Context: an optimization exercise on an open-source flow, tuned for small area. The choices shown serve that exercise and are no tape-out recipe. Function was checked by simulation only, so behaviour that the tests miss may differ from the original. Power and IR drop assume default switching activity.

File: flow/run.sh
#!/bin/bash
# synth_recipe.tcl (not shown) runs the flow's synth.tcl, then flattens the netlist and writes it again
# the make line also repeats each setting of config.mk as NAME=value (left out here)
make -C /OpenROAD-flow-scripts/flow DESIGN_CONFIG=/design/flow/config.mk WORK_HOME=/design/flow/orfs CLKGATE_MAP_FILE= SYNTH_SCRIPT=/design/flow/synth_recipe.tcl finish
File: flow/config.mk
export PLATFORM = sky130hd
export DESIGN_NAME = numberguess
export DESIGN_NICKNAME = numberguess
export VERILOG_FILES = /design/flow/design.v
export SDC_FILE = /design/flow/constraint.sdc
export NUM_CORES = 4
export LEC_CHECK = 0
export ABC_AREA = 1
export CAP_MARGIN = 20
export CORE_MARGIN = 2
export CORE_UTILIZATION = 40
export CTS_BUF_LIST = sky130_fd_sc_hd__clkbuf_8
export SLEW_MARGIN = 20
File: flow/constraint.sdc
create_clock -name core_clock -period 10.0 [get_ports {clk}]
set_input_delay 2.0000 -clock core_clock [delete_from_list [all_inputs] [get_ports {clk}]]
set_output_delay 2.0000 -clock core_clock [all_outputs]
set_load 0.01 [all_outputs]
File: flow/design.v
module numberguess(
reset,dataIN,timesIN,submit,submit1,submit2,shift,submit_N,submit_M,mode,clk,button,
lcd_data,lcd_en,lcd_rw,lcd_rs,
A0,B0,C0,D0,E0,F0,G0,
A1,B1,C1,D1,E1,F1,G1,
A2,B2,C2,D2,E2,F2,G2,
A3,B3,C3,D3,E3,F3,G3,
A4,B4,C4,D4,E4,F4,G4);
input reset,submit,submit1,submit2,shift,submit_N,submit_M,mode,clk,button;
input [3:0] dataIN;
input [3:0] timesIN;
output lcd_en,lcd_rw,lcd_rs;
output [7:0] lcd_data;
output A0,B0,C0,D0,E0,F0,G0,
A1,B1,C1,D1,E1,F1,G1,
A2,B2,C2,D2,E2,F2,G2,
A3,B3,C3,D3,E3,F3,G3,
A4,B4,C4,D4,E4,F4,G4;
reg submit_q,shift_q,submitM_q,submit1_q,submit2_q,button_q;
always @(posedge clk) begin
	submit_q<=submit; shift_q<=shift; submitM_q<=submit_M;
	submit1_q<=submit1; submit2_q<=submit2; button_q<=button;
end
wire p_sub=submit_q&~submit;
wire p_shift=shift_q&~shift;
wire p_M=submitM_q&~submit_M;
wire p_1=submit1_q&~submit1;
wire p_2=submit2_q&~submit2;
wire p_btn=button_q&~button;
function [3:0] mod10;
input [3:0] v;
mod10=(v[3]&(v[2]|v[1]))?{1'b0,v[2]&v[1],v[2]&~v[1],v[0]}:v;
endfunction
reg [16:0] db;
reg [2:0] cur;    
wire [3:0] dm=mod10(dataIN);
always @(posedge clk) begin
	if(!reset) begin
		cur<=0;
		db<=17'h10000;
	end else if(p_sub|p_shift) begin
		if(!submit) begin
			if(cur[2]) db[16]<=dataIN[0];
			else case(cur[1:0])
				2'd0: db[3:0]<=dm;
				2'd1: db[7:4]<=dm;
				2'd2: db[11:8]<=dm;
				2'd3: db[15:12]<=dm;
			endcase
		end else if(!shift)
			cur<=cur[2]?3'd0:cur+3'd1;
	end
end
reg [16:0] cnt;
reg [11:0] bq;    
wire lowmax=&cnt[3:0];
wire bwrap=bq[11]&bq[10]&bq[5]&bq[4]&bq[2]&lowmax;   
always @(posedge clk) begin
	if(!reset) begin
		cnt<=0;
		bq<=0;
	end else begin
		cnt<=cnt+17'd1;
		bq<=bwrap?12'd0:bq+{11'd0,lowmax};
	end
end
wire w1={bq,cnt[3:0]}>16'd25000;
reg [16:0] NB,MB,NA,MA;
reg [3:0] count,lim;
reg [1:0] view;
always @(posedge clk) begin
	if(!reset) begin
		NB<=17'h10000; MB<=17'h10000; NA<=17'h10000; MA<=17'h10000;
		count<=0; lim<=0; view<=0;
	end else begin
		if(!submit_N) NB<=mode?db:{cnt[16],mod10(cnt[15:12]),mod10(cnt[11:8]),mod10(cnt[7:4]),mod10(cnt[3:0])};
		if(p_M) begin MB<=db; count<=count+4'd1; end
		if(p_1) begin NA<=NB; MA<=MB; end
		if(p_2) lim<=timesIN;
		if(p_btn) view<={view[0]&~view[1],~view[1]&~view[0]};
	end
end
wire [15:0] na=NA[15:0], ma=MA[15:0];
wire mgt=na>ma, meq=na==ma;
reg [1:0] cls;
always @(*) begin
	if(count>=lim) cls=2'd0;
	else case({NA[16],MA[16]})
		2'b11: cls=mgt?2'd2:meq?2'd1:2'd3;
		2'b00: cls=mgt?2'd3:meq?2'd1:2'd2;
		2'b01: cls=2'd3;
		default: cls=2'd2;
	endcase
end
wire [3:0] rem=lim-count;
wire [1:0] kv={view[1],view[0]&~view[1]};
wire [16:0] kp=kv[1]?MA:kv[0]?NA:{11'd0,cls,cls[1]?rem:4'd0};
wire [18:0] key={kv,kp};
reg [18:0] key_q;
reg chg_q;
wire changed=key!=key_q;
always @(posedge clk) begin
	key_q<=key;
	chg_q<=changed;
end
wire [1:0] qv=key_q[18:17];
wire [16:0] qp=key_q[16:0];
function [7:0] tchar;
input [3:0] p;
reg [7:0] ch;
begin
	ch=8'h20;
	if(qv==2'd0) begin
		case(qp[5:4])
		2'd0: case(p)
			4'd6: ch="L"; 4'd7: ch="O"; 4'd8: ch="S"; 4'd9: ch="E";
			default: ch=8'h20;
			endcase
		2'd1: case(p)
			4'd6: ch="W"; 4'd7: ch="I"; 4'd8: ch="N";
			default: ch=8'h20;
			endcase
		default: case(p)
			4'd0: ch="M"; 4'd2: ch=qp[5]&qp[4]?">":"<"; 4'd4: ch="N";
			4'd6: ch=","; 4'd7: ch="c"; 4'd8: ch="o"; 4'd9: ch="n";
			4'd11: ch={4'h3,qp[3:0]};
			4'd13: ch="l"; 4'd14: ch="a"; 4'd15: ch="n";
			default: ch=8'h20;
			endcase
		endcase
	end else begin
		case(p)
		4'd7: ch=qv[1]?"M":"N";
		4'd9: ch="=";
		4'd11: ch=qp[16]?"+":"-";
		4'd12: ch={4'h3,qp[15:12]};
		4'd13: ch={4'h3,qp[11:8]};
		4'd14: ch={4'h3,qp[7:4]};
		4'd15: ch={4'h3,qp[3:0]};
		default: ch=8'h20;
		endcase
	end
	tchar=ch;
end
endfunction
reg [5:0] c;
reg [10:0] ph;
reg [4:0] k;      
wire done=(k==5'd0);
wire srst=!reset||changed||chg_q||!button||!submit1;
always @(posedge clk) begin
	if(srst) begin
		c<=0;
		ph<=0;
	end else if(ph[10]) ph<=ph+11'd1;
	else if(ph[0]) ph<=done?11'h400:11'd2;
	else if(ph[1]) begin if(done) ph<=11'h400; end
	else if(c!=6'd39) begin
		c<=c+6'd1;
		ph<=11'd1;
	end
end
wire det=~ph[10]&ph[0];
wire kidle=~|k[4:1];
always @(posedge clk) begin
	if(!reset) k<=5'd1;
	else if(!kidle) k<=k+5'd1;
	else if(det) k<=5'd12;
end
assign lcd_en=k[4]|(k[3]&k[2]&k[1]);
assign lcd_rw=1'b0;
reg [8:0] lut;
always @(*) begin
	case(c)
	6'd0: lut=9'h000;
	6'd1: lut=9'h038;
	6'd2: lut=9'h00C;
	6'd3: lut=9'h001;
	6'd4: lut=9'h006;
	6'd5: lut=9'h080;
	6'd6: lut=9'h001;
	default: lut=(c>=6'd7&&c<=6'd22)?{1'b1,tchar(c[3:0]-4'd7)}:9'h120;
	endcase
end
assign lcd_rs=lut[8];
assign lcd_data=lut[7:0];
function [6:0] seg;    
input [3:0] v;
reg a,b,cc,d,e,f,g;
begin
	a=v[3]|v[1]|(v[2]&v[0])|(~v[2]&~v[0]);
	b=~v[2]|(~v[1]&~v[0])|(v[1]&v[0]);
	cc=v[2]|~v[1]|v[0];
	d=v[3]|(~v[2]&~v[0])|(~v[2]&v[1])|(v[1]&~v[0])|(v[2]&~v[1]&v[0]);
	e=(~v[2]&~v[0])|(v[1]&~v[0]);
	f=v[3]|(~v[1]&~v[0])|(v[2]&~v[1])|(v[2]&~v[0]);
	g=v[3]|(~v[2]&v[1])|(v[2]&~v[1])|(v[1]&~v[0]);
	seg=~{a,b,cc,d,e,f,g};
end
endfunction
wire bl0=~w1&(cur==3'd0);
wire bl1=~w1&(cur[1:0]==2'd1);
wire bl2=~w1&(cur[1:0]==2'd2);
wire bl3=~w1&(cur[1:0]==2'd3);
wire bl4=~w1&cur[2];
assign {A0,B0,C0,D0,E0,F0,G0}=seg(db[3:0])|{7{bl0}};
assign {A1,B1,C1,D1,E1,F1,G1}=seg(db[7:4])|{7{bl1}};
assign {A2,B2,C2,D2,E2,F2,G2}=seg(db[11:8])|{7{bl2}};
assign {A3,B3,C3,D3,E3,F3,G3}=seg(db[15:12])|{7{bl3}};
assign {A4,B4,C4,D4,E4,F4}=6'h3F;
assign G4=db[16]|bl4;
endmodule
==> impl_metrics.xml, run 1 <==
<?xml version="1.0" encoding="UTF-8"?>
<metrics>
  <group name="run_status">
    <metric name="run_status" unit="">timing/DRC/antenna clean</metric>
  </group>
  <group name="global_routing">
    <metric name="grt.overflow.total" unit="">0</metric>
    <metric name="grt_first_pass_wirelength" unit="mm">37.7</metric>
    <metric name="largest_net_degree_at_the_start_of_global_routing" unit="">98</metric>
    <metric name="grt_util_all_layers" unit="%">19.2</metric>
    <metric name="via_count_of_the_first_global_routing_pass" unit="">7642</metric>
    <metric name="antenna_violations_before_repair" unit="">0</metric>
  </group>
  <group name="route">
    <metric name="wl_per_cell" unit="um">13.8</metric>
    <metric name="drc" unit="">0</metric>
    <metric name="detail_route.first_pass.iterations" unit="">4</metric>
    <metric name="avgViaCountPerCell" unit="">5.01</metric>
    <metric name="detail_route.wirelength" unit="mm">22.7</metric>
    <metric name="drt.antenna.violating_nets" unit="">0</metric>
    <metric name="num_vias" unit="">8282</metric>
    <metric name="first_iteration_detailed_routing_drc_count" unit="">546</metric>
  </group>
  <group name="sta">
    <metric name="finalSetupTns" unit="ns">0</metric>
    <metric name="final_hold_viol_count" unit="">0</metric>
    <metric name="final-setup-viol-count" unit="">0</metric>
    <metric name="final.setup.worst_slack" unit="ns">4.72</metric>
    <metric name="worst_slew_pin_slew" unit="ns">0.858</metric>
    <metric name="fmaxAchievable" unit="GHz">0.190</metric>
    <metric name="fin_crit" unit="ns">5.28</metric>
    <metric name="final.setup_skew" unit="ns">0.0162</metric>
    <metric name="rsz0062_at_grt" unit="">no</metric>
    <metric name="finalCritPeriodShare" unit="%">52.8</metric>
    <metric name="final-max-slew-violation-count" unit="">0</metric>
    <metric name="slew_headroom" unit="%">42.7</metric>
  </group>
  <group name="layout">
    <metric name="fillCellCount" unit="">2366</metric>
    <metric name="layout-drive-gt1-share" unit="%">4.90</metric>
    <metric name="multi_input_comb_area" unit="um2">4690</metric>
    <metric name="seq_area" unit="um2">3500</metric>
    <metric name="num-nets-final" unit="">1413</metric>
    <metric name="insertedDiodeCount" unit="">0</metric>
    <metric name="area.growth.synth_to_final" unit="%">13.2</metric>
  </group>
  <group name="yosys">
    <metric name="ys_seq_area_share" unit="%">38.4</metric>
    <metric name="synth_warnings" unit="">1</metric>
    <metric name="synth.ff_latch_count" unit="">175</metric>
    <metric name="synth_edf_count" unit="">0</metric>
    <metric name="synth.most_common_cell" unit="">nand2_1</metric>
    <metric name="cells_after_synthesis" unit="">1311</metric>
    <metric name="synth.area.top_cells" unit="">dfxtp_1 38%, o21ai_0 8.9%, nand2_1 8.8%, inv_1 7.8%, a21oi_1 6.8%</metric>
    <metric name="synthArstFlopShare" unit="%">0</metric>
    <metric name="yosys.area.top_type" unit="">dfxtp_1</metric>
    <metric name="post_synthesis_instance_area" unit="um2">9120</metric>
    <metric name="synth_cell_types" unit="">48</metric>
    <metric name="avgSynthCellArea" unit="um2">6.95</metric>
    <metric name="ys.flop_type" unit="">dfxtp_1</metric>
    <metric name="yosys.area.top_type_share" unit="%">38.4</metric>
    <metric name="synth_common_cells" unit="">213 x nand2_1, 189 x inv_1, 175 x dfxtp_1</metric>
  </group>
  <group name="clock_tree">
    <metric name="ctsRootBufferMaster" unit="">clkbuf_8</metric>
    <metric name="post_cts_hold_buffer_count" unit="">0</metric>
    <metric name="cts_max_level" unit="">4</metric>
    <metric name="cts_resized" unit="">0</metric>
    <metric name="tritoncts" unit="">done</metric>
    <metric name="max-clock-path-buffers" unit="">2</metric>
    <metric name="cts.reportedPaths.clkPinSlew" unit="ns">0.08</metric>
    <metric name="clk_latency" unit="ns">0.46</metric>
    <metric name="postCtsSetupRepairBufs" unit="">0</metric>
    <metric name="number_of_sinks_driven_by_the_clock_tree" unit="">175</metric>
    <metric name="cts_buffers" unit="">17</metric>
  </group>
  <group name="power_and_ir_drop">
    <metric name="worst_ir_drop_vdd" unit="uV">81.9</metric>
    <metric name="sequential_group_share_of_total_power" unit="%">49.1</metric>
    <metric name="power_density" unit="nW/um2">152</metric>
    <metric name="switching_power" unit="mW">0.467</metric>
    <metric name="share_comb_of_total_power" unit="%">16.2</metric>
    <metric name="leakage" unit="nW">4.27</metric>
    <metric name="clock_network_fraction_of_design_power" unit="%">34.7</metric>
    <metric name="internal-power" unit="mW">1.11</metric>
    <metric name="netSwitchingFraction" unit="%">29.7</metric>
  </group>
  <group name="job">
    <metric name="maxCapViolations" unit="">0</metric>
  </group>
  <group name="placement">
    <metric name="gp_congestion" unit="">0.853</metric>
    <metric name="post-place-ws" unit="ns">5.21</metric>
    <metric name="place.detailed.hpwl" unit="mm">17.0</metric>
    <metric name="numPortBuffers" unit="">56</metric>
  </group>
  <group name="setup_path">
    <metric name="worst-endpoint-required" unit="ns">8.00</metric>
    <metric name="critical_path_arrival" unit="ns">3.28</metric>
    <metric name="worst_setup_path_end_kind" unit="">primary output</metric>
    <metric name="r2r_slack" unit="ns">7.29</metric>
    <metric name="criticalPathCategory" unit="">reg2out</metric>
    <metric name="timing.critical_path.from_type" unit="">flop</metric>
    <metric name="maximum_fanout_along_the_worst_path" unit="">6</metric>
  </group>
  <group name="floorplanning">
    <metric name="io-pin-count" unit="">64</metric>
    <metric name="initial_core_util" unit="%">40.5</metric>
    <metric name="core_region_area" unit="um2">22500</metric>
    <metric name="die_x" unit="um">155</metric>
    <metric name="fp.dieArea" unit="um2">24000</metric>
    <metric name="fp-row-count" unit="">55</metric>
    <metric name="die_height" unit="um">155</metric>
  </group>
  <group name="hold_path">
    <metric name="hold_class" unit="">reg2reg</metric>
  </group>
</metrics>
==> critical path, stage by stage (launching register included) <==
cell and delay [ns]:
dfxtp_1 0.38, ha_1 0.25, nand2_1 0.09, inv_1 0.08
nor2_1 0.22, nand2_1 0.11, nor2_1 0.30, inv_1 0.17
nand2_1 0.11, inv_1 0.11, o2111ai_1 0.12, nand2_1 0.09
nand2_1 0.07, nand2_1 0.05, o21ai_0 0.14, clkdlybuf4s50_1 0.56
==> power by group through the flow <==
stage	clock [mW]	combinational, mW	sequential [mW]
4_1_cts	0.560	0.255	0.772
3_3_place_gp	0	0.254	0.787
3_5_place_dp	0	0.254	0.788
6_report	0.546	0.254	0.772
5_1_grt	0.585	0.295	0.778
2_1_floorplan	0	0.188	0.774
==> flip-flops by register name (all words and copies together), names as in the netlist, 5 cells and up <==
register / cells
MA: 17
MB: 17
NA: 17
NB: 17
bq: 12
c: 6
cnt: 17
db: 17
k: 5
key_q: 19
ph: 11
==> metrics by stage <==
stage / area [um2] / power (mW) / hold WS (ns) / std cells / util (%)
after floorplan: 9140 / 0.962 / 0.417 / 1316 / -
after detailed placement: 9870 / 1.04 / 0.441 / 1620 / 43.9
after CTS: 10300 / 1.59 / 0.454 / 1652 / 45.9
final: 10300 / 1.57 / 0.455 / 1652 / 45.9
after global placement: 9870 / 1.04 / 0.429 / 1620 / 43.9
after global routing: 10300 / 1.66 / 0.470 / 1652 / 45.9
==> cells by family after synthesis <==
logic type | count (synthesis) | synth area share [%]
AOI/OAI and AO/OA | 351 | 21.0
xor gates and xnor gates | 17 | 1.63
adders and majority gates | 41 | 5.71
buffers and inverters | 237 | 10.4
DFF | 175 | 38.4
other | 2 | 0.0824
and+or+nand+nor | 488 | 22.8
==> final timing paths <==
kind / startpoint / end / cells past startpoint
max: c[0]$_SDFFE_PP0P_ / lcd_data[0] / 15
min: cnt[0]$_SDFF_PN0_ / cnt[0]$_SDFF_PN0_ / 1
max reg2reg: view[1]$_SDFFE_PN0P_ / c[2]$_SDFFE_PP0P_ / 15
min reg2reg: cnt[0]$_SDFF_PN0_ / cnt[0]$_SDFF_PN0_ / 1
==> area by class of cell <==
class	instances	area share [%]
Tap cell	285	3.46
Multi-Input combinational cell	904	45.5
Sequential cell	175	34.0
Clock buffer	20	2.67
Clock inverter	12	1.64
Timing Repair Buffer	60	5.67
Inverter	196	7.15
==> layout by cell type (no fill, tap or decap), types with 2 or more instances in the layout <==
cell type        instances
a211oi_1                 3
a21oi_1                123
a31oi_1                  7
buf_4                    4
bufinv_16                3
clkbuf_8                20
clkdlybuf4s50_1         55
clkinv_1                 5
clkinvlp_4               2
conb_1                   7
dfxtp_1                175
ha_1                    40
inv_1                  189
inv_6                    5
nand2_1                213
nand2_2                  5
nand3_1                 66
nand3_2                  3
nand4_1                 11
nor2_1                 146
nor2_2                  12
nor3_1                  21
nor3b_1                  2
nor4_1                   4
o2111ai_1                4
o211ai_1                10
o21a_1                   4
o21ai_0                162
o21ai_2                  2
o22ai_1                 16
o31ai_1                 10
or2_2                    2
xnor2_1                  8
xor2_1                   9
==> layer usage <==
metal	share of wire [%]	vias up	track usage, %
met4	1.4	0	5.95
met2	45	116	30.3
met5	0	-	0
li1	-	4399	-
met3	2.6	22	2.65
met1	51	3745	27.1
==> run 2, diff against run 1 <==
--- a/flow/config.mk
+++ b/flow/config.mk
@@ -11,3 +11,2 @@
 export CORE_UTILIZATION = 40
-export CTS_BUF_LIST = sky130_fd_sc_hd__clkbuf_8
 export SLEW_MARGIN = 20
==> run 2 against run 1 <==
Critical path depth unchanged. Sequential power hardly changed. Final cell count unchanged. Global-route usage rose by 0.054 points. Register-to-register slack hardly changed. Clock-buffer cell count stayed put. Worst hold slack lost 0.0036 ns. Total power rose by 11%. Highest routed layer unchanged.
==> impl_metrics.xml, run 2 <==
<?xml version="1.0" encoding="UTF-8"?>
<metrics>
  <group name="sta">
    <metric name="worst_slew_pin_slew" unit="ns">0.858</metric>
    <metric name="final.setup_skew" unit="ns">0.0131</metric>
    <metric name="finalCritPeriodShare" unit="%">52.4</metric>
    <metric name="rsz0062_at_grt" unit="">no</metric>
    <metric name="slew_headroom" unit="%">42.7</metric>
    <metric name="fin_hold_ws" unit="ns">0.452</metric>
    <metric name="final-setup-viol-count" unit="">0</metric>
    <metric name="final-max-slew-violation-count" unit="">0</metric>
    <metric name="fin_crit" unit="ns">5.24</metric>
    <metric name="fmaxAchievable" unit="GHz">0.191</metric>
    <metric name="finalSetupTns" unit="ns">0</metric>
    <metric name="final_hold_viol_count" unit="">0</metric>
  </group>
  <group name="clock_tree">
    <metric name="max-clock-path-buffers" unit="">2</metric>
    <metric name="post_cts_hold_buffer_count" unit="">0</metric>
    <metric name="ctsRootBufferMaster" unit="">clkbuf_16</metric>
    <metric name="cts_max_level" unit="">4</metric>
    <metric name="number_of_sinks_driven_by_the_clock_tree" unit="">175</metric>
    <metric name="cts_resized" unit="">0</metric>
    <metric name="cts_buffers" unit="">17</metric>
    <metric name="clk_latency" unit="ns">0.43</metric>
    <metric name="cts.reportedPaths.clkPinSlew" unit="ns">0.06</metric>
    <metric name="tritoncts" unit="">done</metric>
    <metric name="postCtsSetupRepairBufs" unit="">0</metric>
  </group>
  <group name="setup_path">
    <metric name="worst_setup_path_end_kind" unit="">primary output</metric>
    <metric name="timing.critical_path.from_type" unit="">flop</metric>
    <metric name="cp_cell_sequence" unit="">ha_1 -&gt; nand2_1 -&gt; inv_1 -&gt; nor2_1 -&gt; nand2_1 -&gt; nor2_1 -&gt; inv_1 -&gt; nand2_1 -&gt; inv_1 -&gt; o2111ai_1 -&gt; nand2_1 -&gt; nand2_1 -&gt; nand2_1 -&gt; o21ai_0 -&gt; clkdlybuf4s50_1</metric>
    <metric name="cp.buffers_inverters" unit="">4</metric>
    <metric name="worst-endpoint-required" unit="ns">8.00</metric>
    <metric name="maximum_fanout_along_the_worst_path" unit="">6</metric>
    <metric name="worstSetupStartpoint" unit="">c[0]$_SDFFE_PP0P_</metric>
    <metric name="criticalPathCategory" unit="">reg2out</metric>
    <metric name="rr_startpoint" unit="">view[1]$_SDFFE_PN0P_</metric>
    <metric name="crit_top_cell" unit="">nand2_1</metric>
    <metric name="critPathTopFamily" unit="">simple AND/OR/NAND/NOR gates</metric>
    <metric name="critical_path_arrival" unit="ns">3.24</metric>
    <metric name="timing.critical_path.slowest_stage_cell" unit="">clkdlybuf4s50_1</metric>
    <metric name="worst_path_largest_cell_delay" unit="ns">0.56</metric>
  </group>
  <group name="layout">
    <metric name="layout-drive-gt1-share" unit="%">4.90</metric>
    <metric name="largest_register_by_flop_count" unit="">key_q</metric>
    <metric name="area.growth.synth_to_final" unit="%">15.3</metric>
    <metric name="postLayoutCoreUtil" unit="%">46.7</metric>
    <metric name="layout_commonest_cell" unit="">nand2_1</metric>
    <metric name="fillCellCount" unit="">2345</metric>
    <metric name="num-nets-final" unit="">1413</metric>
    <metric name="insertedDiodeCount" unit="">0</metric>
    <metric name="largest_reg_flops" unit="">19</metric>
    <metric name="final_cell_mix" unit="">213 x nand2_1, 189 x inv_1, 175 x dfxtp_1, 162 x o21ai_0, 146 x nor2_1</metric>
  </group>
  <group name="route">
    <metric name="wl_per_cell" unit="um">13.8</metric>
    <metric name="num_vias" unit="">8292</metric>
    <metric name="drt.antenna.violating_nets" unit="">0</metric>
    <metric name="detail_route.first_pass.iterations" unit="">5</metric>
    <metric name="detail_route.wirelength" unit="mm">22.9</metric>
    <metric name="drc" unit="">0</metric>
    <metric name="first_iteration_detailed_routing_drc_count" unit="">426</metric>
    <metric name="avgViaCountPerCell" unit="">5.02</metric>
  </group>
  <group name="floorplanning">
    <metric name="fp.dieArea" unit="um2">24000</metric>
    <metric name="die_x" unit="um">155</metric>
    <metric name="die_height" unit="um">155</metric>
    <metric name="initial_core_util" unit="%">40.5</metric>
    <metric name="core_region_area" unit="um2">22500</metric>
    <metric name="fp-row-count" unit="">55</metric>
    <metric name="io-pin-count" unit="">64</metric>
  </group>
  <group name="yosys">
    <metric name="synth.ff_latch_count" unit="">175</metric>
    <metric name="synth.most_common_cell" unit="">nand2_1</metric>
    <metric name="yosys.area.top_type_share" unit="%">38.4</metric>
    <metric name="yosys.area.top_type" unit="">dfxtp_1</metric>
    <metric name="synth_common_cells" unit="">213 x nand2_1, 189 x inv_1, 175 x dfxtp_1</metric>
    <metric name="avgSynthCellArea" unit="um2">6.95</metric>
    <metric name="synth_cell_types" unit="">48</metric>
    <metric name="synth.area.top_cells" unit="">dfxtp_1 38%, o21ai_0 8.9%, nand2_1 8.8%, inv_1 7.8%, a21oi_1 6.8%</metric>
    <metric name="ys_seq_area_share" unit="%">38.4</metric>
    <metric name="synthArstFlopShare" unit="%">0</metric>
    <metric name="ys.flop_type" unit="">dfxtp_1</metric>
    <metric name="synth_warnings" unit="">1</metric>
    <metric name="post_synthesis_instance_area" unit="um2">9120</metric>
    <metric name="cells_after_synthesis" unit="">1311</metric>
    <metric name="synth_edf_count" unit="">0</metric>
  </group>
  <group name="placement">
    <metric name="gp_congestion" unit="">0.853</metric>
    <metric name="place.detailed.hpwl" unit="mm">17.0</metric>
    <metric name="numPortBuffers" unit="">56</metric>
  </group>
  <group name="global_routing">
    <metric name="grt_util_all_layers" unit="%">19.2</metric>
    <metric name="antenna_violations_before_repair" unit="">0</metric>
    <metric name="via_count_of_the_first_global_routing_pass" unit="">7723</metric>
    <metric name="largest_net_degree_at_the_start_of_global_routing" unit="">98</metric>
    <metric name="globalRouteMet3Util" unit="%">3.01</metric>
    <metric name="grt.met2_usage" unit="%">30.6</metric>
    <metric name="grt.overflow.total" unit="">0</metric>
    <metric name="global_route.usage.met1" unit="%">27.0</metric>
    <metric name="grt_first_pass_wirelength" unit="mm">37.9</metric>
    <metric name="grt.busiest_layer" unit="">met2</metric>
  </group>
  <group name="power_and_ir_drop">
    <metric name="power_density" unit="nW/um2">166</metric>
    <metric name="leakage" unit="nW">4.36</metric>
    <metric name="worst_ir_drop_vdd" unit="uV">111</metric>
  </group>
  <group name="hold_path">
    <metric name="hold_class" unit="">reg2reg</metric>
    <metric name="hp-start" unit="">cnt[0]$_SDFF_PN0_</metric>
  </group>
  <group name="run_status">
    <metric name="run_status" unit="">timing/DRC/antenna clean</metric>
  </group>
  <group name="job">
    <metric name="maxCapViolations" unit="">0</metric>
  </group>
</metrics>
-- run 2: routing by layer --
metal  vias to the layer above  wire, um
li1                       4407         -
met3                        18       617
met4                         0       286
met1                      3766     11600
met2                       101     10300
met5                         -         0
-- run 2: worst paths after layout --
path | cells after the start | slack [ns] | end
setup / recovery | 15 | 4.76 | lcd_data[0]
hold / removal | 1 | 0.45 | cnt[0]$_SDFF_PN0_
setup reg to reg | 12 | 7.29 | c[2]$_SDFFE_PP0P_
hold reg to reg | 1 | 0.45 | cnt[0]$_SDFF_PN0_
-- run 2: kinds of logic (layout without fill, tap and decap cells) --
logic type / after synthesis / in the layout / synth area share, %
other: 2 / 7 / 0.0824
AO/OA/AOI/OAI: 351 / 351 / 21.0
adder cells (fa/ha/maj): 41 / 41 / 5.71
flip-flops: 175 / 175 / 38.4
buffers and inverters: 237 / 288 / 10.4
AND/OR/NAND/NOR: 488 / 488 / 22.8
XOR/XNOR: 17 / 17 / 1.63
-- run 2: where the power goes --
group          switching (mW)  internal, mW
clock network           0.293         0.420
registers              0.0356         0.737
logic                   0.160        0.0956
-- run 2: area by class of cell --
class | count | area, um2 | share of cell area, %
repair buffers | 60 | 586 | 5.57
clock inverters | 12 | 169 | 1.61
multi-input cells | 904 | 4690 | 44.6
flip-flops and latches | 175 | 3500 | 33.3
well taps | 285 | 357 | 3.39
inverters | 196 | 738 | 7.02
clock buffers | 20 | 467 | 4.44
-- run 2: worst reg2reg max path, stage by stage (launching register included) --
cell and delay, ns:
dfxtp_1 0.73, inv_4 0.22, nand2_1 0.32, o22ai_1 0.13, nor2_1 0.18, nand2_1 0.11
nand2_1 0.08, nand2_1 0.05, nor2_1 0.09, nand2_1 0.08, nor2_2 0.15, nand4_4 0.32
nor2_1 0.19
-- run 2: metrics by stage --
step                setup slack (ns)  area [um2]  power (mW)  std cells
CTS                             4.74       10500        1.76       1652
global route                    4.43       10500        1.83       1652
global placement                5.25        9870        1.04       1620
floorplan                       6.02        9140       0.962       1316
detailed placement              5.21        9870        1.04       1620
finish                          4.76       10500        1.74       1652

## afterwards: timing with drivers on the ports
In the flow no input, the clock included, has a driving cell. The finished layouts below were timed again as built, in two steps. Step 1 sets driving cells, clkbuf_16 on the clock port and buf_2 on the other inputs (assumed; they add their load-dependent delay and slew). Step 2 adds t to the input delays and takes it off the output delays; t is the mean of the earliest and latest rising clock arrival at the registers after step 1. Input paths then give back, and output paths get back, about the clock's delay inside the block. Three values: ideal, step 1, step 2; two values: the first two.
run | t, ns | setup WS [ns] | worst setup path at the end | clock arrival spread, ns | pins driven straight from the clock port
run 1 | 0.497 | 4.724 / 4.683 / 5.180 | register to output | 0.016 / 0.017 | 1
run 2 | 0.466 | 4.764 / 4.720 / 5.185 | register to output | 0.013 / 0.013 | 1
After both steps setup and hold are still met in every run listed.
